This design comes from an exercise in tuning for small area on the open sky130 flow, not from production work.
RTL that was checked went through simulation tests only; none was proved equivalent to the original.
Function not checked in run 3: the RTL went through the layout flow alone.
In every run shown here, the design's own scripts or RTL, not TritonCTS, make the clock network.
The flow treats the clock pin as an ideal source. Dropping or thinning the clock tree relies on that and would not hold on a real chip.
No activity file was given, so power comes from the tool's default toggle rates.

### design/flow/flow/run.sh
#!/bin/bash
set -euo pipefail
W=$PWD
{ head -n 1 synth_recipe.tcl; cat flow/abc_override.tcl; tail -n +2 synth_recipe.tcl; } > my_synth.tcl
sed "s#SYNTH_SCRIPT=[^ ]*#SYNTH_SCRIPT=$W/my_synth.tcl#" standard.sh > my_standard.sh
grep -q "SYNTH_SCRIPT=$W/my_synth.tcl" my_standard.sh
export MY_ABC_SCRIPT=$W/flow/area.abc
export BUFFER_PORTS_ARGS="-buffer_cell sky130_fd_sc_hd__buf_1"
export PRE_CTS_TCL=$W/flow/pre_cts.tcl
export MY_NBUF=8
export MY_BUFCELL=sky130_fd_sc_hd__inv_4
export MY_ROOT=sky130_fd_sc_hd__inv_2
bash my_standard.sh > standard.log 2>&1
### design/flow/flow/abc_override.tcl
# Map the combinational logic with an area-oriented ABC script (flow/area.abc)
# instead of ORFS's speed script; the flip-flops are mapped before ABC runs
# and are not touched by it.
proc abc {args} {
  set i [lsearch -exact $args -script]
  if {$i >= 0} {
    set args [lreplace $args [expr {$i + 1}] [expr {$i + 1}] $::env(MY_ABC_SCRIPT)]
  }
  puts "abc with script $::env(MY_ABC_SCRIPT)"
  yosys abc {*}$args
}
### design/flow/flow/area.abc
&get -n
&st
&dch -f
&nf -R 1000 -F 8 -A 4
&put
### design/flow/flow/pre_cts.tcl
# Clock tree by hand: the clock port drives MY_NBUF clock buffers (a power
# of two), each driving the flip-flops of one region of the placement,
# regions found by recursive bisection at the median.
set nbuf $::env(MY_NBUF)
set bufcell $::env(MY_BUFCELL)
set block [ord::get_db_block]
set db [ord::get_db]
set clk_net [$block findNet clk]
set master [$db findMaster $bufcell]
# the output pin of a buffer or inverter cell
proc out_pin {m} {
  foreach mt [$m getMTerms] {
    if {[$mt getIoType] eq "OUTPUT"} { return [$mt getName] }
  }
}
set items {}
foreach it [$clk_net getITerms] {
  set loc [[$it getInst] getLocation]
  lappend items [list [lindex $loc 0] [lindex $loc 1] $it]
}
proc bisect {items n} {
  if {$n <= 1} { return [list $items] }
  set xs [lsort -integer [lmap e $items {lindex $e 0}]]
  set ys [lsort -integer [lmap e $items {lindex $e 1}]]
  set dx [expr {[lindex $xs end] - [lindex $xs 0]}]
  set dy [expr {[lindex $ys end] - [lindex $ys 0]}]
  set idx [expr {$dx >= $dy ? 0 : 1}]
  set sorted [lsort -integer -index $idx $items]
  set half [expr {[llength $sorted] / 2}]
  set a [lrange $sorted 0 [expr {$half - 1}]]
  set b [lrange $sorted $half end]
  set m [expr {$n / 2}]
  return [concat [bisect $a $m] [bisect $b $m]]
}
set groups [bisect $items $nbuf]
# optional root buffer between the clock port and the leaf buffers
set root_net $clk_net
if {[info exists ::env(MY_ROOT)] && $::env(MY_ROOT) ne ""} {
  set rinst [odb::dbInst_create $block [$db findMaster $::env(MY_ROOT)] "clkbuf_man_root"]
  set root_net [odb::dbNet_create $block "clknet_man_root"]
  $root_net setSigType CLOCK
  [$rinst findITerm A] connect $clk_net
  [$rinst findITerm [out_pin [$db findMaster $::env(MY_ROOT)]]] connect $root_net
  set rx 0; set ry 0
  foreach e $items { set rx [expr {$rx + [lindex $e 0]}]; set ry [expr {$ry + [lindex $e 1]}] }
  $rinst setLocation [expr {$rx / [llength $items]}] [expr {$ry / [llength $items]}]
  $rinst setPlacementStatus PLACED
}
set b 0
foreach grp $groups {
  set inst [odb::dbInst_create $block $master "clkbuf_man_$b"]
  set net [odb::dbNet_create $block "clknet_man_$b"]
  $net setSigType CLOCK
  set sx 0; set sy 0
  foreach e $grp {
    set it [lindex $e 2]
    $it disconnect
    $it connect $net
    set sx [expr {$sx + [lindex $e 0]}]
    set sy [expr {$sy + [lindex $e 1]}]
  }
  set cx [expr {$sx / [llength $grp]}]
  set cy [expr {$sy / [llength $grp]}]
  [$inst findITerm A] connect $root_net
  [$inst findITerm [out_pin $master]] connect $net
  $inst setLocation $cx $cy
  $inst setPlacementStatus PLACED
  puts "manual clock buffer $b: [llength $grp] sinks at $cx $cy"
  incr b
}
detailed_placement
# the tree is complete: make clock_tree_synthesis only propagate the clock
rename clock_tree_synthesis orig_clock_tree_synthesis
proc clock_tree_synthesis {args} {
  puts "clock tree built by hand"
  set_propagated_clock [all_clocks]
}
# the hand-built tree may use inverter pairs; keep them as built
rename repair_clock_inverters orig_repair_clock_inverters
proc repair_clock_inverters {args} {
  puts "clock inverters kept as built"
}
### design/flow/standard.sh
#!/bin/bash
# synth_recipe.tcl (not shown) runs the flow's synth.tcl, then flattens the netlist and writes it again
# the make line also repeats each setting of config.mk as NAME=value (left out here)
make -C /OpenROAD-flow-scripts/flow DESIGN_CONFIG=/design/flow/config.mk WORK_HOME=/design/flow/orfs CLKGATE_MAP_FILE= SYNTH_SCRIPT=/design/flow/synth_recipe.tcl "${@:-finish}"
### design/flow/config.mk
export PLATFORM = sky130hd
export DESIGN_NAME = MultTop_seq
export DESIGN_NICKNAME = MultTop_seq
export VERILOG_FILES = /design/flow/design.v
export SDC_FILE = /design/flow/constraint.sdc
export NUM_CORES = 4
export LEC_CHECK = 0
export CAP_MARGIN = 20
export CORE_MARGIN = 2
export CORE_UTILIZATION = 70
export PLACE_DENSITY = 0.85
export SLEW_MARGIN = 20
### design/flow/constraint.sdc
create_clock -name core_clock -period 10.0 [get_ports {clk}]
set_input_delay 2.0000 -clock core_clock [delete_from_list [all_inputs] [get_ports {clk}]]
set_output_delay 2.0000 -clock core_clock [all_outputs]
set_load 0.01 [all_outputs]
### design/flow/design.v
`timescale 1ns / 1ps
module MultTop_seq(input wire clk, input wire reset, input wire m_enable,
                   input wire [7:0] a, input wire [7:0] b,
                   output wire [3:0] an, output wire [7:0] seg);
    reg  [3:0]  mc;
    reg         rv;       
    reg  [7:0]  ar;       
    reg  [15:0] p;        
    wire m_idle = (mc == 4'd0);
    wire m_done = (mc == 4'd5);
    wire m_first = (mc == 4'd1);
    wire [7:0] addend = ar & {8{p[0]}};
    wire [8:0] cy;
    wire [7:0] sm;
    assign cy[0] = 1'b0;
    genvar gi;
    generate for (gi = 0; gi < 8; gi = gi + 1) begin : rca
        assign sm[gi] = p[8+gi] ^ addend[gi] ^ cy[gi];
        assign cy[gi+1] = (p[8+gi] & addend[gi]) | (cy[gi] & (p[8+gi] ^ addend[gi]));
    end endgenerate
    wire [8:0] sum = {cy[8], sm};
    reg  [1:0]  ph;
    reg  [3:0]  ix;
    wire ph_a = (ph == 2'd1);
    wire ph_s = (ph == 2'd3);
    wire ix0 = (ix == 4'd0);
    wire ix15 = (ix == 4'd15);
    reg  [15:0] cp;       
    reg  [15:0] l;        
    wire c_idle = ~ph[0];
    reg         cz;       
    wire diff = cz ? (p != 16'd0) : (p != cp);
    wire cp_load = m_idle & rv & diff & (c_idle | (m_enable & ph_s & ix15));
    wire start = c_idle & rv & (m_first | diff);
    wire step = ph_s;
    wire clr = reset | (ph_s & ix0);
    wire sbit = cp[~ix] & ~reset;
    wire [15:0] li = clr ? 16'd0 : l;
    function [3:0] add3(input [3:0] d);
        add3 = {d[3] | (d[2] & (d[1] | d[0])),
                (d[3] & d[0]) | (d[2] & ~d[1] & ~d[0]),
                (d[3] & ~d[0]) | (~d[2] & d[1]) | (d[1] & d[0]),
                (d[3] & ~d[0]) | (~d[3] & ~d[2] & d[0]) | (d[2] & d[1] & ~d[0])};
    endfunction
    wire [15:0] la = {add3(li[15:12]), add3(li[11:8]), add3(li[7:4]), add3(li[3:0])};
    always @(posedge clk) begin
        if (reset) mc <= 4'd0;
        else if (m_idle) mc <= {3'd0, m_enable};
        else if (m_done) mc <= 4'd0;
        else mc <= {mc[2:0], mc[3] ^ mc[2] ^ ~|mc[2:0]};
    end
    always @(posedge clk) begin
        if (reset) rv <= 1'b0;
        else if (m_done) rv <= 1'b1;
        else if (m_first) rv <= 1'b0;
        else if (m_idle & m_enable) rv <= rv & diff & ph_s & ix15;
    end
    always @(posedge clk) begin
        if (m_idle) begin
            ar <= a;
            if (m_enable) p <= {8'd0, b};
        end else if (!m_done) begin
            p <= {sum, p[7:1]};
        end
    end
    always @(posedge clk) begin
        if (reset) ph <= 2'd0;
        else if (c_idle) ph <= {1'b0, start};
        else if (ix15) ph <= {1'b1, ~ph[1]};
        ix <= ph[0] ? ix + 4'd1 : 4'd0;
    end
    always @(posedge clk) begin
        if (cp_load) cp <= p;
        if (reset) cz <= 1'b1;
        else if (cp_load) cz <= 1'b0;
    end
    always @(posedge clk) begin
        if (step | reset) l <= {la[14:0], sbit};
    end
    reg [9:0] lo;
    reg [1:0] sel;
    reg       q;
    wire z9 = ~|lo[8:0];
    wire lend = lo[9] & z9;
    always @(posedge clk or posedge reset) begin
        if (reset) lo <= 10'd0;
        else lo <= {lo[8:0], lo[9] ^ lo[6] ^ z9};
    end
    wire sw = q | (lend & ~(&sel));
    wire [1:0] sel_n = reset ? 2'd0 : sel + {1'b0, sw};
    always @(posedge clk) begin
        sel <= sel_n;
        q <= lend & (&sel);
    end
    reg [3:0] d;
    reg [3:0] sv;
    wire capm = ph_a & ~ix0;
    wire holdm = ph[1];
    wire [1:0] idx = sel + {1'b0, sw | capm};
    reg [3:0] mx;
    always @(*) begin
        case (idx)
            2'd0: mx = l[3:0];
            2'd1: mx = l[7:4];
            2'd2: mx = l[11:8];
            default: mx = l[15:12];
        endcase
    end
    always @(posedge clk) begin
        if (capm) sv <= mx;
        if (reset) d <= 4'd0;
        else if (holdm) begin
            if (sw) d <= sv;
        end else if (sw | ~capm) d <= mx;
    end
    function [7:0] segdec(input [3:0] v);
        reg p7;
        begin
            p7 = ~v[1] & ~v[3] & (v[2] ^ v[0]);
            segdec = {p7,
                      v[2] & (v[1] ^ v[0]),
                      v[1] & ~v[2] & ~v[0],
                      p7 | (v[2] & v[1] & v[0]),
                      v[0] | (v[2] & ~v[1]),
                      ~v[3] & ((v[1] & v[0]) | (~v[2] & (v[1] | v[0]))),
                      ~v[3] & (v[2] ? (v[1] & v[0]) : ~v[1]),
                      ~(v[3] & (v[2] | v[1]))};
        end
    endfunction
    assign seg = segdec(d);
    assign an = ~(4'd1 << sel);
endmodule
==> results of run 1 <==
==> sequential cells by signal (all words and copies together), names as in the netlist <==
name and cells:
ar 8, cp 16, cz 1, d 4
ix 4, l 16, lo 10, mc 4
p 16, ph 2, q 1, rv 1
sel 2, sv 4
==> worst max-delay path by stage <==
stage / start / endpoint / slack, ps / cells past startpoint
after floorplan: m_enable / cp[0] / 6340 / 2
after global placement: reset / l[1] / 5890 / 7
after CTS: reset / l[1] / 6180 / 7
after detailed placement: reset / l[1] / 5810 / 7
after global routing: reset / l[5] / 5940 / 7
final: reset / l[1] / 6180 / 7
==> final cells by class <==
cell class | instances | area, um^2
Fill cell | 360 | 1230
Inverter | 30 | 133
Multi-Input combinational cell | 244 | 1570
Sequential cell | 89 | 2430
Tap cell | 72 | 90.1
Timing Repair Buffer | 31 | 120
==> metrics by stage <==
stage          total power, uW  instance area, um^2  utilization, %  hold slack [ps]  worst slack (ps)
6_report                   871                 4350            78.0              394              6180
5_1_grt                    925                 4350            78.0              405              5940
4_1_cts                    875                 4350            78.0              398              6180
3_5_place_dp               745                 4290            77.0              367              5810
3_3_place_gp               731                 4290            77.0              361              5890
2_1_floorplan              678                 4080               -              354              6340
==> layer usage <==
metal,track usage [%],share of wire (%)
met5,0,0
met4,6.44,2.6
met3,1.57,3.1
met2,43.3,52
met1,27.6,42
==> cells by family (layout without fill, tap and decap cells) <==
kind of cell               after synthesis  in the layout
and+or+nand+nor                        155            155
DFF                                     89             89
AOI/OAI and AO/OA                       43             43
xor gates and xnor gates                21             21
buffers and inverters                   21             61
adders and majority gates               16             16
muxes                                    9              9
==> critical path: cells and delay by family <==
family	cells	cell delay (ps)
compound gates	2	560
buf+inv	2	960
simple gates	3	400
==> placed cells by master, fill, tap and decap left out, drive strengths merged, types with 5 or more instances in the layout <==
| cell type | instances |
|---|---|
| nor2 | 62 |
| edfxtp | 60 |
| nand2 | 41 |
| buf | 31 |
| clkinv | 21 |
| dfxtp | 19 |
| xor2 | 18 |
| o21ai | 15 |
| and2 | 12 |
| dfrtp | 10 |
| nor4 | 9 |
| ha | 9 |
| inv | 9 |
| nand3 | 8 |
| fa | 7 |
| nor3 | 6 |
| nand4 | 5 |
| a21oi | 5 |
| mux4 | 5 |
==> report_power, final <==
group | total (uW) | internal, uW | switching (uW) | leakage (uW)
Combinational | 190 | 77.9 | 113 | 0.000675
Sequential | 544 | 480 | 64.7 | 0.000863
Clock | 136 | 15.0 | 121 | 0.0000399
Total | 871 | 572 | 298 | 0.00158
==> run summary, run 1 <==
* Initial antenna violation count at 0
* Outcome: timing/DRC/antenna clean
* Syn nets at ~400
* Row cnt at 27
* Main synth FF type: edfxtp_1
* Ant diodes at 0
* Final Cycle Share at a little under two fifths
* PD cells at 200 mW/mm^2
* Final ANT Viol Nets at 0
* Share of synthesized area spent on multiplexers at 3.77%
* Top cell type's share of synthesized area at 44.2%
* Min-delay worst type: register to register
* Post-Route WL at ~7 mm
* Post-synthesis compound-gate area fraction at 6.93%
* Later-pin clock latency in the skew report at roughly 350 ps
* Yosys top cell by area: edfxtp_1
* Critical path's slowest cell: clkinv_1
* CP cell instances: buf_1 -> clkinv_1 -> o21a_1 -> nand2_1 -> nor2_1 -> nand2_1 -> o211ai_1
* IO buf count at 30
* Final hold vios at 0
* Worst-path maximum fanout at 20
* Worst VDD drop at 0.142 mV
* Setup Total Neg Slack at 0 ps
* Routability-driven placement congestion ratio at between 0.8 and 0.9
* Placed Instances at 457
* Worst reg2reg path endpoint: p[14]
* WP data arrival at 3920 ps
* Avg Cell Area, Syn at 11.5 um^2
* Vias in the first global route at 2,656
* Clk_skew at 9.50 ps
* Post-synth EDFFs at 60
* Distinct cells, synth at 35
* Finished Layout Cells at between 400 and 500
* Crit Path Class: input port to register
* Post-synthesis register bit count at just under 90
* WP data required at 10,090 ps
* CP startpoint kind: input port
* CP Capture Type: register
* Layout Nets at approximately 430
* # Post-CTS Setup Buffers at 0
* Rel. slew slack at 52.4%
* Total number of vias at 2,735
* Hold_sp: lo[7]
* Largest net degree at the start of global routing at 24
* Synthesis-to-finish area growth at 6.60%
* Final setup viols at 0
* Final Max Tran Viols at 0
* Starting Density at between 70% and 80%
* Chip width at 80.3 um
* Total GRT Usage at 22.7%
* Critical path's most frequent cell: nand2_1
* Post-synth top cells: 62 x nor2_1, 60 x edfxtp_1, 41 x nand2_1
* Vert. Die Dim at 80.3 um
* Least-Margin Pin Slew at 707 ps
* Fmax at 262 MHz
* Post-cts resize count at 0
* Ys Warns at 1
* Vias per cell at 5.87
* DRT iter0 DRCs at 137
* Post-Synth Simple-Gate Area at 17.0%
* Netlist Area Pre-Place at 0.00408 mm^2
* Max-cap violations at 0
* Global-route congestion overflow total at 0
* Crit path time final at ~3800 ps
* Hold depth at 0
* Pleak at ~0.0016 uW
* Post-Synth Adder-Cell Area at 6.20%
* Worst hold endpoint: lo[8]
* Boundary pin count at 31
* Clock slew at reported path FFs at 120 ps
* Post-DP HPWL at 5.22 mm
* Core area at 0.00557 mm^2
* Drt drc at 0
* Cell count after synthesis at approximately 350
* Ratio of cells with drive above 1 in the final layout at under 10%
* Crit path largest cell delay at 540 ps
* Largest cells by area after synthesis: edfxtp_1 44%, dfxtp_1 9.3%, dfrtp_1 6.1%
* Sequential area share after synthesis at 59.6%
* Hold buffer count at cts at 0
* First-pass GRT wire length at about 12 mm
* Drt wl/cell at 15.0 um
* R2R depth at 15
* Die area at 0.00645 mm^2
* Unrepaired setup endpoints after global routing: false
* Largest family of logic cells by synthesized area: simple AND/OR/NAND/NOR gates
* Asr flop ratio synth at ~11%
* Post-synthesis xor/xnor area fraction at 4.51%
* RR Startpoint: p[0]
* Count leader, synth: nor2_1
* First-pass DRT Iterations at 4
* R2R setup slack at 6350 ps
==> run 2: changes to the inputs <==
--- a/design/flow/flow/run.sh
+++ b/design/flow/flow/run.sh
@@ -7,7 +7,7 @@
 export MY_ABC_SCRIPT=$W/flow/area.abc
 export BUFFER_PORTS_ARGS="-buffer_cell sky130_fd_sc_hd__buf_1"
 export PRE_CTS_TCL=$W/flow/pre_cts.tcl
-export MY_NBUF=8
-export MY_BUFCELL=sky130_fd_sc_hd__inv_4
+export MY_NBUF=4
+export MY_BUFCELL=sky130_fd_sc_hd__inv_8
 export MY_ROOT=sky130_fd_sc_hd__inv_2
 bash my_standard.sh > standard.log 2>&1
==> run 2 against run 1 <==
Effect of this change:
- still clean
- combinational power about the same
- hold slack worse by 2.4 ps
- fmax down 0.37%
- register-to-register slack about the same
- critical path depth unchanged
- sequential power about the same
- global-route usage down 0.27 points
- worst setup slack worse by 14 ps
- largest power group unchanged
==> run summary, run 2 <==
* Asr flop ratio synth at 11.2% (unchanged)
* Final ANT Viol Nets at 0 (unchanged)
* Final Cycle Share at 38.4% (+0.14 points)
* Most frequent cells in the layout: 62 x nor2_1, 60 x edfxtp_1, 41 x nand2_1, 30 x buf_1, 21 x clkinv_1
* WP data required at 10,070 ps (-20 ps)
* Ratio of cells with drive above 1 in the final layout at 3.08% (-0.98 points)
* Worst-path maximum fanout at 20 (unchanged)
* Starting Density at 73.2% (unchanged)
* Cell count after synthesis at 354 (unchanged)
* CP Capture Type: register
* Largest net degree at the start of global routing at 24 (unchanged)
* Delay-heaviest family, CP: buffers and inverters
* Crit path time final at 3840 ps (+14.1 ps)
* R2R setup slack at 6340 ps (about the same)
* Initial antenna violation count at 0 (unchanged)
* CP startpoint kind: input port
* Finished Layout Cells at 462 (-0.86%)
* Post-Route WL at 6.94 mm (-0.94%)
* Crit Path Class: input port to register
* Post-DP HPWL at 5.22 mm (unchanged)
* Final hold vios at 0 (unchanged)
* R2R depth at 15 (unchanged)
* Worst VDD drop at 0.199 mV (+40%)
* Row cnt at 27 (unchanged)
* PD cells at 199 mW/mm^2 (-0.56%)
* Layout Nets at 427 (-0.93%)
* Post-synthesis compound-gate area fraction at 6.93% (unchanged)
* Fill cell total of the finished layout at 368 (+2.2%)
* Setup Total Neg Slack at 0 ps (unchanged)
* Drt wl/cell at 15.0 um (about the same)
* WP data arrival at 3910 ps (about the same)
* Final setup viols at 0 (unchanged)
* Clock slew at reported path FFs at 120 ps (about the same)
* Hold buffer count at cts at 0 (unchanged)
* Worst reg2reg path endpoint: p[14]
* Unrepaired setup endpoints after global routing: false
* Final Max Tran Viols at 0 (unchanged)
* Avg Cell Area, Syn at 11.5 um^2 (unchanged)
* Vias in the first global route at 2,603 (-2.0%)
* Post-synth EDFFs at 60 (unchanged)
* First-pass GRT wire length at 11.4 mm (-1.2%)
* Placed Instances at 457 (unchanged)
* Largest cells by area after synthesis: edfxtp_1 44%, dfxtp_1 9.3%, dfrtp_1 6.1%
* Outcome: timing/DRC/antenna clean
* Netlist Area Pre-Place at 0.00408 mm^2 (unchanged)
* Later-pin clock latency in the skew report at 320 ps (-30 ps)
* Syn nets at 389 (unchanged)
* Synthesis-to-finish area growth at 6.47%
* Distinct cells, synth at 35 (unchanged)
* Post-Synth Adder-Cell Area at 6.20% (unchanged)
* Drt drc at 0 (unchanged)
* Crit path largest cell delay at 530 ps (about the same)
* Chip width at 80.3 um (unchanged)
* Hold_sp: lo[5]
* CP cell instances: buf_1 -> clkinv_1 -> o21a_1 -> nand2_1 -> nor2_1 -> nand2_1 -> o211ai_1
* Main synth FF type: edfxtp_1
* Post-synth top cells: 62 x nor2_1, 60 x edfxtp_1, 41 x nand2_1
* Fmax at 261 MHz (-0.37%)
* Total GRT Usage at 22.5% (-0.27 points)
* Post-synthesis xor/xnor area fraction at 4.51% (unchanged)
* Boundary pin count at 31 (unchanged)
* Share of synthesized area spent on multiplexers at 3.77% (unchanged)
* Critical path's slowest cell: clkinv_1
* Core area at 0.00557 mm^2 (unchanged)
* Total number of vias at 2,740 (+0.18%)
* Vert. Die Dim at 80.3 um (unchanged)
* Bufs and invs on worst path at 2 (unchanged)
* Final Instance Area at 0.00434 mm^2 (-0.11%)
* Min-delay worst type: register to register
* Die area at 0.00645 mm^2 (unchanged)
* Rel. slew slack at 50.9% (-1.5 points)
* Pleak at 0.00157 uW (-0.73%)
* Post-cts resize count at 0 (unchanged)
* Routability-driven placement congestion ratio at 0.818 (unchanged)
* Area post-placement at 0.00429 mm^2 (unchanged)
* Yosys top cell by area: edfxtp_1
* Critical path's most frequent cell: nand2_1
* RR Startpoint: p[0]
* Count leader, synth: nor2_1
* Max-cap violations at 0 (unchanged)
* Post-synthesis register bit count at 89 (unchanged)
* Ys Warns at 1 (unchanged)
* IO buf count at 30 (unchanged)
* First-pass DRT Iterations at 4 (unchanged)
* Sequential area share after synthesis at 59.6% (unchanged)
* Biggest registers after layout: cp (16), l (16), p (16)
* Hold depth at 0 (unchanged)
* Vias per cell at 5.93 (+1.1%)
* DRT iter0 DRCs at 160 (+17%)
* Most common cell after layout, fill and taps aside: nor2_1
* Least-Margin Pin Slew at 729 ps (+21.6 ps)
* Worst hold endpoint: lo[6]
* Clk_skew at 14.1 ps (+4.62 ps)
* Largest family of logic cells by synthesized area: simple AND/OR/NAND/NOR gates
* Top cell type's share of synthesized area at 44.2% (unchanged)
* Post-Synth Simple-Gate Area at 17.0% (unchanged)
* Post-layout util at 77.9% (-0.090 points)
* Global-route congestion overflow total at 0 (unchanged)
* Ant diodes at 0 (unchanged)
* # Post-CTS Setup Buffers at 0 (unchanged)
==> run 2: worst max path at each step <==
stage | startpoint | to | cells past startpoint
after floorplan | m_enable | cp[0] | 2
after global placement | reset | l[1] | 7
after detailed placement | reset | l[1] | 7
after CTS | reset | l[1] | 7
after global routing | reset | l[5] | 7
final | reset | l[1] | 7
==> run 2: area by class of cell <==
type | count | area, um^2 | area share, %
flip-flops and latches | 89 | 2430 | 56.0
multi-input cells | 244 | 1570 | 36.2
inverters | 26 | 128 | 2.94
repair buffers | 31 | 120 | 2.77
well taps | 72 | 90.1 | 2.07
==> run 2: per-stage QoR <==
stage	setup slack, ps	hold WS (ps)	total power, uW
5_1_grt	5920	407	919
6_report	6160	392	865
2_1_floorplan	6340	354	678
3_5_place_dp	5810	367	745
3_3_place_gp	5890	361	731
4_1_cts	6170	398	872
==> run 2: report_power, final <==
part	total, uW	internal (uW)	switching (uW)
clock network	131	14.9	116
registers	544	480	64.8
logic	190	77.9	112
==> run 2: worst reg2reg max path, stage by stage, from the launching register on <==
cell and delay (ps):
edfxtp_1 580, and2_0 190, ha_1 140, clkinv_1 80, fa_1 400, fa_1 370, clkinv_1 70, fa_1 170
fa_1 170, clkinv_1 70, fa_1 360, clkinv_1 60, fa_1 150, clkinv_1 70, fa_1 480, nor2_1 50
==> run 2: cells by family after synthesis <==
family / count (synthesis)
fa+ha+maj: 16
flops: 89
xor+xnor: 21
mux: 9
buf+inv: 21
simple gates: 155
compound gates: 43
==> run 2: routing by layer <==
metal | wire [um] | track usage, %
met2 | 3690 | 43.1
met5 | 0 | 0
met1 | 2880 | 27.5
met3 | 200 | 1.24
met4 | 169 | 5.76
==> run 3: changes to the inputs <==
--- a/design/flow/design.v
+++ b/design/flow/design.v
@@ -30,7 +30,8 @@
     wire c_idle = ~ph[0];
     reg         cz;       
     wire diff = cz ? (p != 16'd0) : (p != cp);
-    wire cp_load = m_idle & rv & diff & (c_idle | (m_enable & ph_s & ix15));
+    wire cp_take = m_idle & rv & (c_idle | (m_enable & ph_s & ix15));
+    wire cp_load = cp_take & diff;
     wire start = c_idle & rv & (m_first | diff);
     wire step = ph_s;
     wire clr = reset | (ph_s & ix0);
@@ -70,7 +71,8 @@
         ix <= ph[0] ? ix + 4'd1 : 4'd0;
     end
     always @(posedge clk) begin
-        if (cp_load) cp <= p;
+        if (cp_load) cp[15:8] <= p[15:8];
+        if (cp_take) cp[7:0] <= p[7:0];
         if (reset) cz <= 1'b1;
         else if (cp_load) cz <= 1'b0;
     end
--- a/design/flow/flow/run.sh
+++ b/design/flow/flow/run.sh
@@ -7,7 +7,7 @@
 export MY_ABC_SCRIPT=$W/flow/area.abc
 export BUFFER_PORTS_ARGS="-buffer_cell sky130_fd_sc_hd__buf_1"
 export PRE_CTS_TCL=$W/flow/pre_cts.tcl
-export MY_NBUF=4
-export MY_BUFCELL=sky130_fd_sc_hd__inv_8
+export MY_NBUF=8
+export MY_BUFCELL=sky130_fd_sc_hd__inv_4
 export MY_ROOT=sky130_fd_sc_hd__inv_2
 bash my_standard.sh > standard.log 2>&1
==> run 3 against run 2 <==
Effect of this change:
- cell area grew 0.49%
- largest cell class unchanged
- die area grew 0.37%
- sequential share of layout area shrank 0.27 points
- largest power group unchanged
- highest routed layer unchanged
- via count shrank 2.2%
- total power grew 20%
- still clean on timing, DRC and antenna
- fmax grew 0.16%
- first-iteration DRC count shrank 9.4%
- clock skew shrank 2.7 ps
- global-route usage shrank 0.13 points
==> run summary, run 3 <==
* Outcome: timing/DRC/antenna clean
* Unrepaired setup endpoints after global routing: false
* WP data arrival at 3930 ps (+20 ps)
* Cell count after synthesis at 339 (-4.2%)
* Asr flop ratio synth at 11.2% (unchanged)
* Final setup viols at 0 (unchanged)
* Later-pin clock latency in the skew report at 350 ps (+30 ps)
* Synthesis-to-finish area growth at 6.57% (about the same)
* Starting Density at 73.5% (+0.29 points)
* Total number of vias at 2,681 (-2.2%)
* DR top layer: met4
* Most common cell after layout, fill and taps aside: edfxtp_1
* Max-cap violations at 0 (unchanged)
* Final Cycle Share at 38.3% (-0.061 points)
* Post-cts resize count at 0 (unchanged)
* Pleak at 0.00158 uW (+0.62%)
* Sequential area share after synthesis at 59.4% (-0.24 points)
* Ys Warns at 1 (unchanged)
* Global-route congestion overflow total at 0 (unchanged)
* Ratio of cells with drive above 1 in the final layout at 4.22% (+1.1 points)
* Top cell type's share of synthesized area at 44.0% (-0.18 points)
* Avg Cell Area, Syn at 12.1 um^2 (+4.8%)
* Min-delay worst type: register to register
* RR Startpoint: p[0]
* Share of synthesized area spent on multiplexers at 5.96% (+2.2 points)
* Met3 WL post-DR at 257 um (+28%)
* Count leader, synth: edfxtp_1
* Post-synthesis register bit count at 89 (unchanged)
* Vias per cell at 5.94 (+0.23%)
* Least-Margin Pin Slew at 892 ps (+163 ps)
* First-pass DRT Iterations at 4 (unchanged)
* R2R depth at 15 (unchanged)
* Initial antenna violation count at 0 (unchanged)
* First-pass GRT wire length at 11.4 mm (unchanged)
* # Post-CTS Setup Buffers at 0 (unchanged)
* Dpl ws at 5800 ps (-9.56 ps)
* Yosys top cell by area: edfxtp_1
* Hold buffer count at cts at 0 (unchanged)
* IO buf count at 30 (unchanged)
* Post-Synth Simple-Gate Area at 15.8% (-1.2 points)
* Post-synthesis compound-gate area fraction at 6.63% (-0.30 points)
* Crit path to: l[5]
* CP startpoint kind: input port
* Final ANT Viol Nets at 0 (unchanged)
* Worst reg2reg path endpoint: p[14]
* Chip width at 80.5 um (+0.19%)
* Post-synthesis xor/xnor area fraction at 4.28% (-0.23 points)
* R2R setup slack at 6310 ps (-30 ps)
* Clk_skew at 11.4 ps (-2.74 ps)
* Bufs and invs on worst path at 2 (unchanged)
* Main synth FF type: edfxtp_1
* Netlist Area Pre-Place at 0.00410 mm^2 (+0.40%)
* CP Capture Type: register
* Distinct cells, synth at 36 (+2.9%)
* Row cnt at 27 (unchanged)
* Total GRT Usage at 22.3% (-0.13 points)
* PD cells at 237 mW/mm^2 (+19%)
* Post-DP HPWL at 5.05 mm (-3.3%)
* WP data required at 10,100 ps (+30 ps)
* Clock slew at reported path FFs at 110 ps (about the same)
* CP Depth at 7 (unchanged)
* Met2 routed WL at 3.62 mm (-2.1%)
* Largest family of logic cells by synthesized area: simple AND/OR/NAND/NOR gates
* Worst-path maximum fanout at 20 (unchanged)
* Crit path largest cell delay at 550 ps (+20 ps)
* Crit path time final at 3830 ps (-6.14 ps)
* Final Max Tran Viols at 0 (unchanged)
* DRT iter0 DRCs at 145 (-9.4%)
* Fill cell total of the finished layout at 380 (+3.3%)
* Drt wl/cell at 15.4 um (+2.3%)
* Critical path's slowest cell: clkinv_1
* Worst Setup Slack, final at 6170 ps (+6.14 ps)
* DRT met1 WL at 2.83 mm (-1.7%)
* Largest net degree at the start of global routing at 28 (+17%)
* Post-Route WL at 6.93 mm (-0.16%)
* Vias in the first global route at 2,594 (-0.35%)
* Largest cells by area after synthesis: edfxtp_1 44%, dfxtp_1 9.3%, dfrtp_1 6.1%
* Post-Synth Adder-Cell Area at 6.17% (-0.025 points)
* Routability-driven placement congestion ratio at 0.863 (+5.6%)
* Final hold vios at 0 (unchanged)
* Delay-heaviest family, CP: buffers and inverters
* Die area at 0.00648 mm^2 (+0.37%)
* Vert. Die Dim at 80.5 um (+0.19%)
* Drt drc at 0 (unchanged)
* Post-synth EDFFs at 60 (unchanged)
* Setup Total Neg Slack at 0 ps (unchanged)
* Most frequent cells in the layout: 60 x edfxtp_1, 43 x nand2_1, 36 x nor2_1, 30 x buf_1
* Boundary pin count at 31 (unchanged)
* Crit Path Class: input port to register
* Rel. slew slack at 40.5% (-10 points)
* Critical path origin: reset
* Fmax at 261 MHz (+0.16%)
* Core area at 0.00557 mm^2 (unchanged)
* Worst VDD drop at 0.179 mV (-9.8%)
* Post-synth top cells: 60 x edfxtp_1, 43 x nand2_1, 36 x nor2_1
* Layout Nets at 416 (-2.6%)
* Critical path's most frequent cell: nand2_1
* CP cell instances: buf_1 -> clkinv_1 -> o21a_1 -> nand2_1 -> nor2_1 -> nand2_1 -> o211ai_1
* Syn nets at 374 (-3.9%)
* Ant diodes at 0 (unchanged)
* Biggest registers after layout: cp (16), l (16), p (16)
## run 3: changes by cell type in the layout (fill, tap and decap cells not counted), moves of 2 or more
cell      previous run  this run
nand3_1              8         6
clkinv_1            21        19
inv_8                4         0
inv_4                0         8
o21ai_0             15        13
nor2_1              62        36
mux2_1               1         9
nor2b_1              3         7
nand2_1             41        43
and3_1               3         5
nand4_1              5         7
and2_0              12        10
## run 3: metal layers
layer / track usage [%] / vias to the layer above
li1: - / 1315
met5: 0 / -
met3: 1.46 / 16
met2: 42.3 / 68
met1: 27.1 / 1282
met4: 6.95 / 0
## run 3: worst min-delay path by stage
stage | slack [ps] | start | end | cells past startpoint
final | 390 | lo[5] | lo[6] | 0
after global routing | 400 | lo[7] | lo[8] | 0
after CTS | 390 | lo[7] | lo[8] | 0
after detailed placement | 360 | lo[7] | lo[8] | 0
after global placement | 360 | lo[5] | lo[6] | 0
after floorplan | 350 | lo[5] | lo[6] | 0
## run 3: area by class of cell
| type | instances | area, um^2 | share of cell area, % |
|---|---|---|---|
| Sequential cell | 89 | 2430 | 55.7 |
| Multi-Input combinational cell | 231 | 1600 | 36.6 |
| Inverter | 28 | 125 | 2.87 |
| Timing Repair Buffer | 31 | 120 | 2.75 |
| Tap cell | 72 | 90.1 | 2.06 |
## run 3: cells by family after synthesis
kind of cell / count (synthesis)
and+or+nand+nor: 137
DFF: 89
AOI/OAI and AO/OA: 41
xor gates and xnor gates: 20
buffers and inverters: 19
muxes: 17
adders and majority gates: 16
## run 3: per-stage QoR
step / power [uW] / hold slack [ps] / cell area [um^2] / instances / utilization [%]
CTS: 1040 / 389 / 4360 / 451 / 78.3
global placement: 888 / 360 / 4310 / 442 / 77.3
floorplan: 815 / 354 / 4100 / 339 / -
finish: 1040 / 392 / 4360 / 451 / 78.3
detailed placement: 912 / 362 / 4310 / 442 / 77.3
global route: 1100 / 397 / 4360 / 451 / 78.3
## run 3: power breakdown
part           total [uW]  internal, uW  switching [uW]
Combinational         290           126             164
Clock                 134          15.0             119
Sequential            611           524            87.3
Total                1040           665             370
==> run 4: changes to the inputs <==
--- a/design/flow/design.v
+++ b/design/flow/design.v
@@ -19,23 +19,21 @@
         assign cy[gi+1] = (p[8+gi] & addend[gi]) | (cy[gi] & (p[8+gi] ^ addend[gi]));
     end endgenerate
     wire [8:0] sum = {cy[8], sm};
-    reg  [1:0]  ph;
-    reg  [3:0]  ix;
-    wire ph_a = (ph == 2'd1);
-    wire ph_s = (ph == 2'd3);
-    wire ix0 = (ix == 4'd0);
-    wire ix15 = (ix == 4'd15);
+    reg  [5:0]  cn;
+    wire busy = cn[5];
+    wire c_idle = ~busy;
+    wire lastc = busy & (&cn[4:0]);
+    wire cn_b = ~busy & cn[0];           
+    wire cn_b2 = ~busy & cn[1];          
+    wire cn_0 = ~busy & ~cn[1] & ~cn[0];
     reg  [15:0] cp;       
     reg  [15:0] l;        
-    wire c_idle = ~ph[0];
     reg         cz;       
     wire diff = cz ? (p != 16'd0) : (p != cp);
-    wire cp_take = m_idle & rv & (c_idle | (m_enable & ph_s & ix15));
-    wire cp_load = cp_take & diff;
+    wire cp_load = m_idle & rv & diff & (c_idle | (m_enable & lastc));
     wire start = c_idle & rv & (m_first | diff);
-    wire step = ph_s;
-    wire clr = reset | (ph_s & ix0);
-    wire sbit = cp[~ix] & ~reset;
+    wire clr = reset | (busy & ~|cn[4:0]);
+    wire sbit = cp[~cn[4:1]] & ~reset;
     wire [15:0] li = clr ? 16'd0 : l;
     function [3:0] add3(input [3:0] d);
         add3 = {d[3] | (d[2] & (d[1] | d[0])),
@@ -43,7 +41,11 @@
                 (d[3] & ~d[0]) | (~d[2] & d[1]) | (d[1] & d[0]),
                 (d[3] & ~d[0]) | (~d[3] & ~d[2] & d[0]) | (d[2] & d[1] & ~d[0])};
     endfunction
-    wire [15:0] la = {add3(li[15:12]), add3(li[11:8]), add3(li[7:4]), add3(li[3:0])};
+    wire [3:0] a_hi = add3(li[15:12]);
+    wire [3:0] a_lo = add3(li[11:8]);
+    wire [3:0] a_3 = add3(li[7:4]);
+    wire cin = cn[0] ? sbit : a_3[3];
+    wire [15:0] ln = {li[7:0], a_hi[2:0], a_lo[3], a_lo[2:0], cin};
     always @(posedge clk) begin
         if (reset) mc <= 4'd0;
         else if (m_idle) mc <= {3'd0, m_enable};
@@ -54,7 +56,7 @@
         if (reset) rv <= 1'b0;
         else if (m_done) rv <= 1'b1;
         else if (m_first) rv <= 1'b0;
-        else if (m_idle & m_enable) rv <= rv & diff & ph_s & ix15;
+        else if (m_idle & m_enable) rv <= rv & diff & lastc;
     end
     always @(posedge clk) begin
         if (m_idle) begin
@@ -65,19 +67,18 @@
         end
     end
     always @(posedge clk) begin
-        if (reset) ph <= 2'd0;
-        else if (c_idle) ph <= {1'b0, start};
-        else if (ix15) ph <= {1'b1, ~ph[1]};
-        ix <= ph[0] ? ix + 4'd1 : 4'd0;
+        if (reset) cn <= 6'd0;
+        else if (c_idle) cn <= start ? 6'd32 : {4'd0, cn[0], 1'b0};
+        else if (lastc) cn <= 6'd1;
+        else cn <= cn + 6'd1;
     end
     always @(posedge clk) begin
-        if (cp_load) cp[15:8] <= p[15:8];
-        if (cp_take) cp[7:0] <= p[7:0];
+        if (cp_load) cp <= p;
         if (reset) cz <= 1'b1;
         else if (cp_load) cz <= 1'b0;
     end
     always @(posedge clk) begin
-        if (step | reset) l <= {la[14:0], sbit};
+        if (busy | reset) l <= ln;
     end
     reg [9:0] lo;
     reg [1:0] sel;
@@ -96,8 +97,9 @@
     end
     reg [3:0] d;
     reg [3:0] sv;
-    wire capm = ph_a & ~ix0;
-    wire holdm = ph[1];
+    wire cap0 = cn_0 & start;
+    wire capm = cn_b | cap0;
+    wire holdm = cn_b | (busy & (|cn[4:0]));
     wire [1:0] idx = sel + {1'b0, sw | capm};
     reg [3:0] mx;
     always @(*) begin
@@ -113,7 +115,7 @@
         if (reset) d <= 4'd0;
         else if (holdm) begin
             if (sw) d <= sv;
-        end else if (sw | ~capm) d <= mx;
+        end else if (sw | ~cap0) d <= mx;
     end
     function [7:0] segdec(input [3:0] v);
         reg p7;
==> run 4 against run 3 <==
Effect of this change:
- first-iteration DRC count rose by 33%
- critical path type is now register to register
- register-to-register slack worse by 360 ps
- sequential share of layout area is 0.27 points higher
- synthesized area fell by 0.61%
- clock skew is 3.7 ps higher
- critical path depth up 9
- largest power group unchanged
- synthesized cell count down 0.29%
- sequential power down 15%
- hold slack got worse by 7.3 ps
- flip-flop and latch count unchanged
==> run summary, run 4 <==
* Outcome: timing/DRC/antenna clean
* Worst reg2reg path endpoint: d[0]
* Min-delay worst type: register to register
* Cell count after synthesis at 338 (-0.29%)
* Ys Warns at 1 (unchanged)
* Multi-input gate area at 0.00159 mm^2 (-0.63%)
* Post-synth EDFFs at 60 (unchanged)
* Main synth FF type: edfxtp_1
* Layout Nets at 416 (unchanged)
* Boundary pin count at 31 (unchanged)
* Asr flop ratio synth at 11.2% (unchanged)
* Netlist Area Pre-Place at 0.00407 mm^2 (-0.61%)
* Count leader, synth: edfxtp_1
* Most common cell after layout, fill and taps aside: edfxtp_1
* First-pass GRT wire length at 11.4 mm (-0.18%)
* Chip width at 80.3 um (-0.29%)
* Vias per cell at 5.91 (-0.64%)
* CP Capture Type: register
* IO buf count at 30 (unchanged)
* First-pass DRT Iterations at 6 (+2)
* Largest family of logic cells by synthesized area: simple AND/OR/NAND/NOR gates
* Die area at 0.00644 mm^2 (-0.58%)
* Total number of vias at 2,658 (-0.86%)
* Largest net degree at the start of global routing at 22 (-21%)
* Core area at 0.00557 mm^2 (unchanged)
* Largest cells by area after synthesis: edfxtp_1 44%, dfxtp_1 9.3%, dfrtp_1 6.1%
* Share of synthesized area spent on multiplexers at 4.06% (-1.9 points)
* Dpl ws at 5980 ps (+175 ps)
* Hold_sp: lo[1]
* Post-cts resize count at 0 (unchanged)
* PD cells at 188 mW/mm^2 (-21%)
* Post-synthesis xor/xnor area fraction at 5.16% (+0.89 points)
* Syn nets at 374 (unchanged)
* WP data arrival at 4260 ps (+330 ps)
* Avg Cell Area, Syn at 12.0 um^2 (-0.32%)
* Least-Margin Pin Slew at 721 ps (-171 ps)
* DRT iter0 DRCs at 193 (+33%)
* Fmax at 247 MHz (-5.3%)
* Reg area at 0.00243 mm^2 (unchanged)
* Later-pin clock latency in the skew report at 350 ps (about the same)
* Initial antenna violation count at 0 (unchanged)
* Post-Synth Simple-Gate Area at 16.8% (+1.0 points)
* Biggest registers after layout: cp (16), l (16), p (16)
* R2R depth at 16 (+1)
* WP data required at 10,210 ps (+110 ps)
* Post-synthesis compound-gate area fraction at 6.18% (-0.45 points)
* Final Max Tran Viols at 0 (unchanged)
* Row cnt at 27 (unchanged)
* Drt drc at 0 (unchanged)
* # Post-CTS Setup Buffers at 0 (unchanged)
* Post-Synth Adder-Cell Area at 6.52% (+0.35 points)
* Final Cycle Share at 40.5% (+2.2 points)
* Most frequent cells in the layout: 60 x edfxtp_1, 53 x nor2_1, 31 x nand2_1, 30 x buf_1, 21 x xnor2_1
* Final ANT Viol Nets at 0 (unchanged)
* Setup Total Neg Slack at 0 ps (unchanged)
* Drt wl/cell at 15.4 um (about the same)
* Unrepaired setup endpoints after global routing: false
* R2R setup slack at 5950 ps (-360 ps)
* Synthesis-to-finish area growth at 6.70%
* RR Startpoint: p[0]
* Ant diodes at 0 (unchanged)
* Rel. slew slack at 51.4% (+11 points)
* Hold depth at 0 (unchanged)
* Total GRT Usage at 22.4% (+0.063 points)
* Clock slew at reported path FFs at 120 ps (about the same)
* Post-synthesis register bit count at 89 (unchanged)
* Final hold vios at 0 (unchanged)
* Yosys top cell by area: edfxtp_1
* Vias in the first global route at 2,577 (-0.66%)
* Final setup viols at 0 (unchanged)
* Crit path time final at 4050 ps (+216 ps)
* Post-layout util at 77.9% (-0.38 points)
* Starting Density at 73.0% (-0.45 points)
* Sequential area share after synthesis at 59.8% (+0.37 points)
* Fill cell total of the finished layout at 356 (-6.3%)
* Vert. Die Dim at 80.3 um (-0.29%)
* Worst hold endpoint: lo[2]
* Max-cap violations at 0 (unchanged)
* Crit Path Class: register to register
* Worst Setup Slack, final at 5950 ps (-216 ps)
* Post-Route WL at 6.91 mm (-0.23%)
* Worst VDD drop at 0.141 mV (-21%)
* Routability-driven placement congestion ratio at 0.853 (-1.2%)
* Distinct cells, synth at 40 (+11%)
* CP startpoint kind: register
* Clk_skew at 15.1 ps (+3.73 ps)
* Top cell type's share of synthesized area at 44.3% (+0.27 points)
* Worst-path maximum fanout at 11 (-45%)
* Post-DP HPWL at 5.11 mm (+1.1%)
* Hold buffer count at cts at 0 (unchanged)
* Global-route congestion overflow total at 0 (unchanged)
* Pleak at 0.00154 uW (-2.3%)
* Ratio of cells with drive above 1 in the final layout at 4.50% (+0.28 points)
* Post-synth top cells: 60 x edfxtp_1, 53 x nor2_1, 31 x nand2_1
## run 4: cell types whose count changed in the layout (fill, tap and decap cells not counted), sizes merged, moves of 3 or more
cell	before	now
mux2	9	2
nor2	36	53
and2	10	20
and3	5	2
clkinv	19	16
nor4	9	6
xnor2	3	21
nor2b	7	3
nand2	43	31
xor2	17	3
nand2b	5	2
a311oi	3	0
## run 4: stage by stage
| stage | power (uW) | instances | cell area, um^2 | hold WS (ps) |
|---|---|---|---|---|
| 6_report | 818 | 450 | 4340 | 385 |
| 4_1_cts | 825 | 450 | 4340 | 390 |
| 3_5_place_dp | 694 | 441 | 4290 | 361 |
| 2_1_floorplan | 637 | 338 | 4070 | 354 |
| 5_1_grt | 867 | 450 | 4340 | 390 |
| 3_3_place_gp | 682 | 441 | 4290 | 361 |
## run 4: how the worst max path moves through the flow
| stage | start | to | slack (ps) | cells after the start |
|---|---|---|---|---|
| 6_report | p[0] | d[0] | 5950 | 16 |
| 5_1_grt | p[0] | d[1] | 5560 | 16 |
| 4_1_cts | p[0] | d[0] | 5960 | 16 |
| 3_5_place_dp | reset | l[2] | 5980 | 5 |
| 3_3_place_gp | reset | l[2] | 6110 | 5 |
| 2_1_floorplan | m_enable | cp[0] | 6200 | 2 |
## run 4: where the power goes
group	switching, uW	internal, uW	total (uW)
Combinational	93.3	69.7	163
Sequential	53.8	466	520
Clock	120	15.0	135
Total	267	551	818
## run 4: area by class of cell
cell class	instances	area share, %
multi-input combinational	233	36.5
tap	72	2.07
sequential	89	56.0
inverter	25	2.62
timing repair buffer	31	2.77
## run 4: cell families (layout without fill, tap and decap cells)
group,Yosys count,after routing
XOR/XNOR,24,24
buffers and inverters,16,56
multiplexers,10,10
AND/OR/NAND/NOR,144,144
flip-flops,89,89
AO/OA/AOI/OAI,38,38
adder cells (fa/ha/maj),17,17
## run 4: metal layers
metal / part of all wire (%) / global-route usage [%] / up-vias
met1: 43 / 30.2 / 1268
li1: - / - / 1297
met4: 2.6 / 5.42 / 0
met3: 5.1 / 1.69 / 16
met2: 49 / 39.8 / 77
met5: 0 / 0 / -
## run 4: worst max-delay path, stage by stage (launching register included)
cell	delay, ps
edfxtp_1	550
xnor2_1	210
nand4_1	110
nor4_1	270
o21ai_0	150
o21ai_0	320
or3_1	170
o21ai_0	260
or2_0	340
ha_1	230
xnor2_1	150
and2_0	240
a222oi_1	340
nand2_1	130
mux2_1	310
nor2_1	90
a211oi_1	50
==> run 5: changes to the inputs <==
--- a/design/flow/design.v
+++ b/design/flow/design.v
@@ -24,7 +24,6 @@
     wire c_idle = ~busy;
     wire lastc = busy & (&cn[4:0]);
     wire cn_b = ~busy & cn[0];           
-    wire cn_b2 = ~busy & cn[1];          
     wire cn_0 = ~busy & ~cn[1] & ~cn[0];
     reg  [15:0] cp;       
     reg  [15:0] l;        
==> design/flow/flow/area.abc (replaced) <==
&get -n
&st
&dch -f
&nf -R 1000 -F 20 -A 20 -C 32
&put
==> run 5 against run 4 <==
Effect of this change:
- core utilization rose by 0.27 points
- worst setup slack got worse by 140 ps
- total power rose by 0.38%
- global-route usage rose by 0.95 points
- largest cell class unchanged
- largest power group unchanged
==> run summary, run 5 <==
* Post-synth top cells: 60 x edfxtp_1, 52 x nor2_1, 23 x nand2_1
* Core area at 0.00554 mm^2 (-0.61%)
* Netlist Area Pre-Place at 0.00406 mm^2 (-0.25%)
* Largest cells by area after synthesis: edfxtp_1 44%, dfxtp_1 9.4%, dfrtp_1 6.2%
* Sequential area share after synthesis at 59.9% (+0.15 points)
* Vias per cell at 6.01 (+1.8%)
* Flop pwr share at 63.3% (-0.3 points)
* CP Capture Type: register
* Global-route congestion overflow total at 0 (unchanged)
* Die area at 0.00643 mm^2 (-0.22%)
* Clock slew at reported path FFs at 120 ps (about the same)
* Post-Synth Simple-Gate Area at 15.6% (-1.3 points)
* Vias in the first global route at 2,568 (-0.35%)
* Unrepaired setup endpoints after global routing: false
* Post-DP HPWL at 5.24 mm (+2.6%)
* Starting Density at 73.3% (+0.26 points)
* Internal at 551 uW (about the same)
* Ratio of cells with drive above 1 in the final layout at 5.51% (+1.0 points)
* Least-Margin Pin Slew at 778 ps (+56.5 ps)
* Drt drc at 0 (unchanged)
* Row cnt at 27 (unchanged)
* Max-cap violations at 0 (unchanged)
* Clock Power Share at 16.4% (about the same)
* Cell count after synthesis at 324 (-4.1%)
* Switch Pwr at 270 uW (+0.97%)
* Largest net degree at the start of global routing at 22 (unchanged)
* Initial antenna violation count at 0 (unchanged)
* Post-synthesis xor/xnor area fraction at 4.96% (-0.20 points)
* Rel. slew slack at 48.0% (-3.4 points)
* Total GRT Usage at 23.3% (+0.95 points)
* Count leader, synth: edfxtp_1
* Crit Path Class: register to register
* Sw frac at 32.8% (+0.19 points)
* Largest family of logic cells by synthesized area: simple AND/OR/NAND/NOR gates
* Drt wl/cell at 16.5 um (+7.2%)
* Worst-path maximum fanout at 11 (unchanged)
* Yosys top cell by area: edfxtp_1
* Asr flop ratio synth at 11.2% (unchanged)
* Avg Cell Area, Syn at 12.5 um^2 (+4.1%)
* Reg area at 0.00243 mm^2 (unchanged)
* Share of synthesized area spent on multiplexers at 6.29% (+2.2 points)
* Main synth FF type: edfxtp_1
* Most frequent cells in the layout: 60 x edfxtp_1, 52 x nor2_1, 30 x buf_1, 23 x nand2_1, 20 x xnor2_1
* Post-Route WL at 7.16 mm (+3.6%)
* Min-delay worst type: register to register
* R2R depth at 13 (-3)
* Crit path time final at 4190 ps (+140 ps)
* Syn nets at 360 (-3.7%)
* First-pass GRT wire length at 11.8 mm (+3.4%)
* RR Startpoint: p[0]
* # Post-CTS Setup Buffers at 0 (unchanged)
* Vert. Die Dim at 80.2 um (-0.11%)
* Total number of vias at 2,616 (-1.6%)
* Hold_sp: lo[1]
* Chip width at 80.2 um (-0.11%)
* Post-synthesis register bit count at 89 (unchanged)
* Ant diodes at 0 (unchanged)
* Hold buffer count at cts at 0 (unchanged)
* Hold depth at 0 (unchanged)
* CP startpoint kind: register
* Post-synthesis compound-gate area fraction at 5.27% (-0.91 points)
* WP data arrival at 4390 ps (+130 ps)
* Later-pin clock latency in the skew report at 340 ps (about the same)
* Fill cell total of the finished layout at 351 (-1.4%)
* DRT iter0 DRCs at 155 (-20%)
* Outcome: timing/DRC/antenna clean
* Final setup viols at 0 (unchanged)
* Placed Instances at 426 (-3.4%)
* Clk_skew at 8.84 ps (-6.27 ps)
* Layout Nets at 401 (-3.6%)
* Fmax at 239 MHz (-3.3%)
* Final Cycle Share at 41.9% (+1.4 points)
* Finished Layout Cells at 435 (-3.3%)
* Pleak at 0.00153 uW (-0.58%)
* Most common cell after layout, fill and taps aside: edfxtp_1
* First-pass DRT Iterations at 4 (-2)
* Setup Total Neg Slack at 0 ps (unchanged)
* Final Max Tran Viols at 0 (unchanged)
* Synthesis-to-finish area growth at 6.69% (about the same)
* Ys Warns at 1 (unchanged)
* Distinct cells, synth at 42 (+5.0%)
* Worst VDD drop at 0.157 mV (+11%)
* Combinational power share at 20.3% (+0.4 points)
* IO buf count at 30 (unchanged)
* Critical path origin: p[0]
* WP data required at 10,200 ps (about the same)
* Multi-input gate area at 0.00158 mm^2 (-0.24%)
* PD cells at 189 mW/mm^2 (+0.64%)
* Boundary pin count at 31 (unchanged)
* Post-Synth Adder-Cell Area at 6.53% (+0.016 points)
* Post-cts resize count at 0 (unchanged)
* Biggest registers after layout: cp (16), l (16), p (16)
* Final hold vios at 0 (unchanged)
* Post-synth EDFFs at 60 (unchanged)
* Routability-driven placement congestion ratio at 0.840 (-1.5%)
* Final ANT Viol Nets at 0 (unchanged)
* Top cell type's share of synthesized area at 44.4% (+0.11 points)
==> run 5: area by class of cell <==
cell class                      instances  area share, %
Inverter                               25           2.63
Tap cell                               72           2.08
Sequential cell                        89           56.2
Timing Repair Buffer                   30           2.60
Multi-Input combinational cell        219           36.5
==> run 5: power groups by stage <==
stage | combinational, uW | sequential [uW] | clock, uW
2_1_floorplan | 127 | 509 | 0
3_3_place_gp | 158 | 524 | 0
3_5_place_dp | 168 | 527 | 0
4_1_cts | 169 | 519 | 137
5_1_grt | 192 | 527 | 149
6_report | 167 | 519 | 135
==> run 5: cells by family after synthesis <==
group           after synthesis
flops                        89
xor+xnor                     23
compound gates               33
fa+ha+maj                    17
mux                          14
buf+inv                      16
simple gates                132
==> run 5: final timing paths <==
| check | to | slack, ps |
|---|---|---|
| worst min register to register | lo[2] | 390 |
| max in group asynchronous | lo[8] | 7790 |
| worst max-delay path | d[1] | 5810 |
| min in group asynchronous | lo[0] | 1950 |
| worst max register to register | d[1] | 5810 |
| worst min-delay path | lo[2] | 390 |
==> run 5: metrics by stage <==
step | util, % | instance area (um^2) | setup slack (ps) | hold WS (ps) | power, uW
after floorplan | - | 4060 | 6320 | 354 | 636
after detailed placement | 77.1 | 4270 | 5850 | 365 | 695
after CTS | 78.1 | 4330 | 5830 | 394 | 825
final | 78.2 | 4330 | 5810 | 391 | 821
after global placement | 77.0 | 4270 | 6040 | 360 | 682
after global routing | 78.2 | 4330 | 5470 | 412 | 867
==> run 5: metal layers <==
layer | wire (um) | GRT usage, % | vias up
li1 | - | - | 1245
met1 | 2970 | 30.6 | 1256
met2 | 3650 | 42.2 | 92
met3 | 367 | 2.13 | 23
met4 | 179 | 5.93 | 0
met5 | 0 | 0 | -
==> run 5: worst max-delay path: stages (launching register included) <==
cell      delay, ps
edfxtp_1        560
nor4_1          410
a41o_1          220
o21ai_0          90
o21ai_0         310
or3_1           180
o21ai_0         240
or2_0           300
ha_1            190
xor2_1          450
mux4_2          590
mux2_1          310
nor2_1          110
a211oi_1         70
==> run 6: changes to the inputs <==
--- a/design/flow/design.v
+++ b/design/flow/design.v
@@ -27,6 +27,7 @@
     wire cn_0 = ~busy & ~cn[1] & ~cn[0];
     reg  [15:0] cp;       
     reg  [15:0] l;        
+    reg         lt;
     reg         cz;       
     wire diff = cz ? (p != 16'd0) : (p != cp);
     wire cp_load = m_idle & rv & diff & (c_idle | (m_enable & lastc));
@@ -77,7 +78,9 @@
         else if (cp_load) cz <= 1'b0;
     end
     always @(posedge clk) begin
-        if (busy | reset) l <= ln;
+        l[15:8] <= ln[15:8];
+        l[7:0] <= (busy | reset) ? ln[7:0] : l[15:8];
+        lt <= busy ? ~cn[0] : ~lt;
     end
     reg [9:0] lo;
     reg [1:0] sel;
@@ -99,7 +102,7 @@
     wire cap0 = cn_0 & start;
     wire capm = cn_b | cap0;
     wire holdm = cn_b | (busy & (|cn[4:0]));
-    wire [1:0] idx = sel + {1'b0, sw | capm};
+    wire [1:0] idx = sel + {lt, sw | capm};
     reg [3:0] mx;
     always @(*) begin
         case (idx)
==> run 6 against run 5 <==
Effect of this change:
- fmax shrank 1.6%
- die area shrank 1.4%
- sequential power is essentially flat
- combinational power grew 19%
- flip-flop and latch count grew 1
- still clean
- cell area shrank 1.3%
- sequential share of layout area shrank 2.5 points
- synthesized cell count grew 9.0%
- largest power group unchanged
==> run summary, run 6 <==
* Outcome: timing/DRC/antenna clean
* Global-route congestion overflow total at 0 (unchanged)
* Worst-path maximum fanout at 11 (unchanged)
* Most frequent cells in the layout: 52 x nor2_1, 44 x edfxtp_1, 36 x dfxtp_1, 35 x nand2_1, 30 x buf_1
* Largest cells by area after synthesis: edfxtp_1 33%, dfxtp_1 18%, dfrtp_1 6.3%
* Routability-driven placement congestion ratio at 0.802 (-4.5%)
* Crit Path Class: register to register
* Row cnt at 27 (unchanged)
* Pleak at 0.00156 uW (+2.0%)
* Vias per cell at 5.91 (-1.7%)
* WP data required at 10,210 ps (about the same)
* Least-Margin Pin Slew at 768 ps (-10.0 ps)
* Largest net degree at the start of global routing at 22 (unchanged)
* Netlist Area Pre-Place at 0.00400 mm^2 (-1.4%)
* Syn nets at 389 (+8.1%)
* Starting Density at 72.7% (-0.62 points)
* Vias in the first global route at 2,655 (+3.4%)
* Post-synth EDFFs at 44 (-27%)
* Die area at 0.00634 mm^2 (-1.4%)
* Cell count after synthesis at 353 (+9.0%)
* Chip width at 79.6 um (-0.69%)
* Drt wl/cell at 15.4 um (-6.7%)
* Total GRT Usage at 24.0% (+0.67 points)
* Yosys top cell by area: edfxtp_1
* Delay-heaviest family, CP: simple AND/OR/NAND/NOR gates
* Main synth FF type: edfxtp_1
* Initial antenna violation count at 0 (unchanged)
* Worst VDD drop at 0.158 mV (+0.68%)
* Post-Route WL at 7.15 mm (-0.25%)
* Ant diodes at 0 (unchanged)
* Sequential area share after synthesis at 57.3% (-2.6 points)
* Distinct cells, synth at 39 (-7.1%)
* Final setup viols at 0 (unchanged)
* CP Capture Type: register
* Crit path time final at 4260 ps (+68.6 ps)
* First-pass GRT wire length at 12.1 mm (+2.7%)
* CP startpoint kind: register
* DRT iter0 DRCs at 134 (-14%)
* Later-pin clock latency in the skew report at 350 ps (about the same)
* Core area at 0.00551 mm^2 (-0.61%)
* Unrepaired setup endpoints after global routing: false
* Post-synth top cells: 52 x nor2_1, 44 x edfxtp_1, 36 x dfxtp_1
* Post-synthesis register bit count at 90 (+1.1%)
* Reg area at 0.00229 mm^2 (-5.8%)
* First-pass DRT Iterations at 5 (+1)
* Final Cycle Share at 42.6% (+0.69 points)
* DR top layer: met4
* CP cell instances: xnor2_1 -> nand4_1 -> nor4_1 -> o21ai_0 -> o21ai_0 -> or3_1 -> o21ai_0 -> or2_0 -> ha_1 -> xnor2_1 -> xnor2_1 -> nor2b_1 -> a222oi_1 -> nand2_1 -> mux2_1 -> nor2_1 -> a211oi_1
* Post-DP HPWL at 5.25 mm (+0.12%)
* Hold buffer count at cts at 0 (unchanged)
* Final ANT Viol Nets at 0 (unchanged)
* Drt drc at 0 (unchanged)
* Critical path's slowest cell: edfxtp_1
* Layout Nets at 431 (+7.5%)
* Fill cell total of the finished layout at 375 (+6.8%)
* Count leader, synth: nor2_1
* # Post-CTS Setup Buffers at 0 (unchanged)
* Met2 routed WL at 3.64 mm (-0.22%)
* Crit path largest cell delay at 560 ps (-30 ps)
* Total number of vias at 2,749 (+5.1%)
* Most common cell after layout, fill and taps aside: nor2_1
* Avg Cell Area, Syn at 11.3 um^2 (-9.5%)
* Boundary pin count at 31 (unchanged)
* Vert. Die Dim at 79.6 um (-0.69%)
* Post-cts resize count at 0 (unchanged)
* Biggest registers after layout: cp (16), l (16), p (16)
* Top cell type's share of synthesized area at 33.0% (-11 points)
* Final hold vios at 0 (unchanged)
* Fmax at 235 MHz (-1.6%)
* Asr flop ratio synth at 11.1% (-0.12 points)
* Max-cap violations at 0 (unchanged)
* Ys Warns at 1 (unchanged)
* Synthesis-to-finish area growth at 6.82%
* Min-delay worst type: register to register
* Rel. slew slack at 48.3% (+0.30 points)
* Met3 WL post-DR at 348 um (-5.2%)
* IO buf count at 30 (unchanged)
* Multi-input gate area at 0.00166 mm^2 (+4.7%)
* Setup Total Neg Slack at 0 ps (unchanged)
* Clock slew at reported path FFs at 120 ps (about the same)
* Clk_skew at 16.0 ps (+7.21 ps)
* PD cells at 200 mW/mm^2 (+5.4%)
* WP data arrival at 4460 ps (+70 ps)
* Ratio of cells with drive above 1 in the final layout at 4.07% (-1.4 points)
* Bufs and invs on worst path at 0 (unchanged)
* Post-layout util at 77.6% (-0.57 points)
* Final Max Tran Viols at 0 (unchanged)
* DRT met1 WL at 3.00 mm (+1.1%)
==> run 6: cell types whose count changed after synthesis, sizes merged, moves of 4 or more <==
cell,before,now
a222oi,0,4
a21oi,7,11
mux4,9,4
edfxtp,60,44
nand2,23,35
dfxtp,19,36
==> run 6: per-stage QoR <==
step           hold WS [ps]  setup slack (ps)  cells  instance area [um^2]  total power (uW)
2_1_floorplan           354              6200    353                  4000               657
3_3_place_gp            356              6030    456                  4220               708
3_5_place_dp            371              5810    456                  4220               725
4_1_cts                 401              5770    465                  4270               860
5_1_grt                 406              5380    465                  4270               912
6_report                397              5740    465                  4270               853
==> run 6: where the power goes <==
part	switching (uW)	leakage, uW	internal [uW]
combinational	117	0.000685	82.6
clock	123	0.0000399	15.0
sequential	55.2	0.000838	461
==> run 6: final timing paths <==
| check | start | cells past startpoint | slack (ps) | to |
|---|---|---|---|---|
| max reg2reg | p[0] | 17 | 5740 | d[1] |
| min | lo[0] | 0 | 400 | lo[1] |
| max in group asynchronous | reset | 2 | 7810 | lo[2] |
| min reg2reg | lo[0] | 0 | 400 | lo[1] |
| min in group asynchronous | reset | 2 | 1950 | lo[1] |
| max | p[0] | 17 | 5740 | d[1] |
==> run 6: area by class of cell <==
cell class / instances / area share [%]
sequential: 90 / 53.6
multi-input combinational: 247 / 38.8
inverter: 25 / 2.66
timing repair buffer: 31 / 2.81
tap: 72 / 2.11
==> run 6: logic make-up (layout without fill, tap and decap cells) <==
family                     count (synthesis)  after routing  synth area share (%)
and+or+nand+nor                          151            151                  17.9
DFF                                       90             90                  57.3
AOI/OAI and AO/OA                         44             44                  7.32
xor gates and xnor gates                  23             23                  5.03
adders and majority gates                 17             17                  6.63
buffers and inverters                     16             56                  1.50
muxes                                     12             12                  4.35
==> run 6: metal layers <==
layer	GRT usage, %	up-vias
li1	-	1339
met1	30.7	1313
met2	43.6	78
met3	2.83	19
met4	5.86	0
met5	0	-
==> run 6: worst reg2reg max path, stage by stage, from the launching register on <==
cell      delay (ps)
edfxtp_1         560
xnor2_1          210
nand4_1          110
nor4_1           280
o21ai_0          130
o21ai_0          310
or3_1            170
o21ai_0          240
or2_0            300
ha_1             190
xnor2_1          130
xnor2_1          410
nor2b_1          170
a222oi_1         330
nand2_1          110
mux2_1           300
nor2_1            90
a211oi_1          60
==> run 7: changes to the inputs <==
--- a/design/flow/config.mk
+++ b/design/flow/config.mk
@@ -7,6 +7,6 @@
 export LEC_CHECK = 0
 export CAP_MARGIN = 20
 export CORE_MARGIN = 2
-export CORE_UTILIZATION = 70
-export PLACE_DENSITY = 0.85
+export CORE_UTILIZATION = 80
+export PLACE_DENSITY = 0.9
 export SLEW_MARGIN = 20
==> run 7 against run 6 <==
Effect of this change:
- still clean
- synthesized cell count is the same
- register-to-register slack lost 200 ps
- fmax shrank 4.5%
- sequential share of layout area grew 0.079 points
- sequential power is essentially flat
- largest power group unchanged
==> run summary, run 7 <==
* Synthesis-to-finish area growth at 6.66%
* Most frequent cells in the layout: 52 x nor2_1, 44 x edfxtp_1, 36 x dfxtp_1, 35 x nand2_1, 30 x buf_1
* DRT iter0 DRCs at 241 (+80%)
* Clk_skew at 9.41 ps (-6.64 ps)
* Largest cells by area after synthesis: edfxtp_1 33%, dfxtp_1 18%, dfrtp_1 6.3%
* Later-pin clock latency in the skew report at 340 ps (about the same)
* PD cells at 202 mW/mm^2 (+1.4%)
* Main synth FF type: edfxtp_1
* CP Capture Type: register
* Ys Warns at 1 (unchanged)
* Final setup viols at 0 (unchanged)
* Pleak at 0.00156 uW (unchanged)
* Initial antenna violation count at 0 (unchanged)
* Hold buffer count at cts at 0 (unchanged)
* Vias per cell at 6.23 (+5.4%)
* CP cell instances: xnor2_1 -> nand4_1 -> nor4_1 -> o21ai_0 -> o21ai_0 -> or3_1 -> o21ai_0 -> or2_0 -> ha_1 -> xnor2_1 -> xnor2_1 -> nor2b_1 -> a222oi_1 -> nand2_1 -> mux2_1 -> nor2_1 -> a211oi_1
* Reg area at 0.00229 mm^2 (unchanged)
* Hold_ws at 393 ps (-4.40 ps)
* Routability-driven placement congestion ratio at 0.893 (+11%)
* Syn nets at 389 (unchanged)
* Unrepaired setup endpoints after global routing: false
* Top cell type's share of synthesized area at 33.0% (unchanged)
* WP data required at 10,200 ps (about the same)
* Least-Margin Pin Slew at 784 ps (+16.0 ps)
* Post-synthesis register bit count at 90 (unchanged)
* Starting Density at 83.6% (+11 points)
* Most common cell after layout, fill and taps aside: nor2_1
* Yosys top cell by area: edfxtp_1
* Outcome: timing/DRC/antenna clean
* RR Startpoint: p[0]
* R2R depth at 17 (unchanged)
* First-pass DRT Iterations at 6 (+1)
* Drt wl/cell at 17.4 um (+13%)
* Vias in the first global route at 2,838 (+6.9%)
* Final Instance Area at 0.00427 mm^2 (-0.15%)
* Setup Total Neg Slack at 0 ps (unchanged)
* Critical path's slowest cell: edfxtp_1
* Global-route congestion overflow total at 0 (unchanged)
* Multi-input gate area at 0.00166 mm^2 (unchanged)
* Ratio of cells with drive above 1 in the final layout at 4.07% (unchanged)
* Final ANT Viol Nets at 0 (unchanged)
* Die area at 0.00558 mm^2 (-12%)
* First-pass GRT wire length at 12.7 mm (+5.0%)
* Clock slew at reported path FFs at 120 ps (about the same)
* Ant diodes at 0 (unchanged)
* Avg Cell Area, Syn at 11.3 um^2 (unchanged)
* Hold depth at 0 (unchanged)
* # Post-CTS Setup Buffers at 0 (unchanged)
* Boundary pin count at 31 (unchanged)
## run 7: cell counts in the layout (fill, tap and decap cells not counted)
No cell type changed its count.
## run 7: worst register-to-register path, cell delays in order (launching register included)
cell and delay [ps]:
edfxtp_1 560, xnor2_1 230, nand4_1 130, nor4_1 290, o21ai_0 140, o21ai_0 320
or3_1 180, o21ai_0 240, or2_0 320, ha_1 200, xnor2_1 140, xnor2_1 430
nor2b_1 190, a222oi_1 370, nand2_1 120, mux2_1 320, nor2_1 100, a211oi_1 60
## run 7: layout make-up
cell class,count,area share (%)
sequential,90,53.7
multi-input combinational,247,38.8
timing repair buffer,31,2.81
inverter,25,2.67
tap,67,1.96
## run 7: worst max-delay path by stage
stage               slack [ps]      from  cells past startpoint    end
floorplan                 6200  m_enable                      2  cp[0]
global placement          6040      p[0]                     17   d[1]
detailed placement        5700      p[0]                     17   d[1]
CTS                       5620      p[0]                     17   d[1]
global route              5260      p[0]                     17   d[1]
finish                    5540      p[0]                     17   d[1]
## run 7: kinds of logic after synthesis
group	Yosys count	synth area share (%)
and+or+nand+nor	151	17.9
AOI/OAI and AO/OA	44	7.32
buffers and inverters	16	1.50
xor gates and xnor gates	23	5.03
DFF	90	57.3
muxes	12	4.35
adders and majority gates	17	6.63
## run 7: where the power goes
part | switching (uW) | total, uW | internal [uW] | leakage, uW
clock | 121 | 136 | 14.9 | 0.0000399
combinational | 125 | 209 | 84.4 | 0.000685
sequential | 57.5 | 519 | 461 | 0.000838
## run 7: metal layers
metal	track usage, %	up-vias	routed length (um)
met5	0	-	0
met1	35.1	1362	3020
met4	11.5	0	289
li1	-	1335	-
met3	3.35	31	492
met2	56.9	139	4190
## run 7: through the flow
stage          setup WS, ps  instances
3_5_place_dp           5700        451
6_report               5540        460
5_1_grt                5260        460
3_3_place_gp           6040        451
4_1_cts                5620        460
2_1_floorplan          6200        353

Check on run 7: ideal ports give 5.543 ns setup slack; a clkbuf_16 on the clock port and buf_2 on the inputs give 5.542 ns; moving port delays by the midpoint clock arrival (0.364 ns) as well gives 5.542 ns.
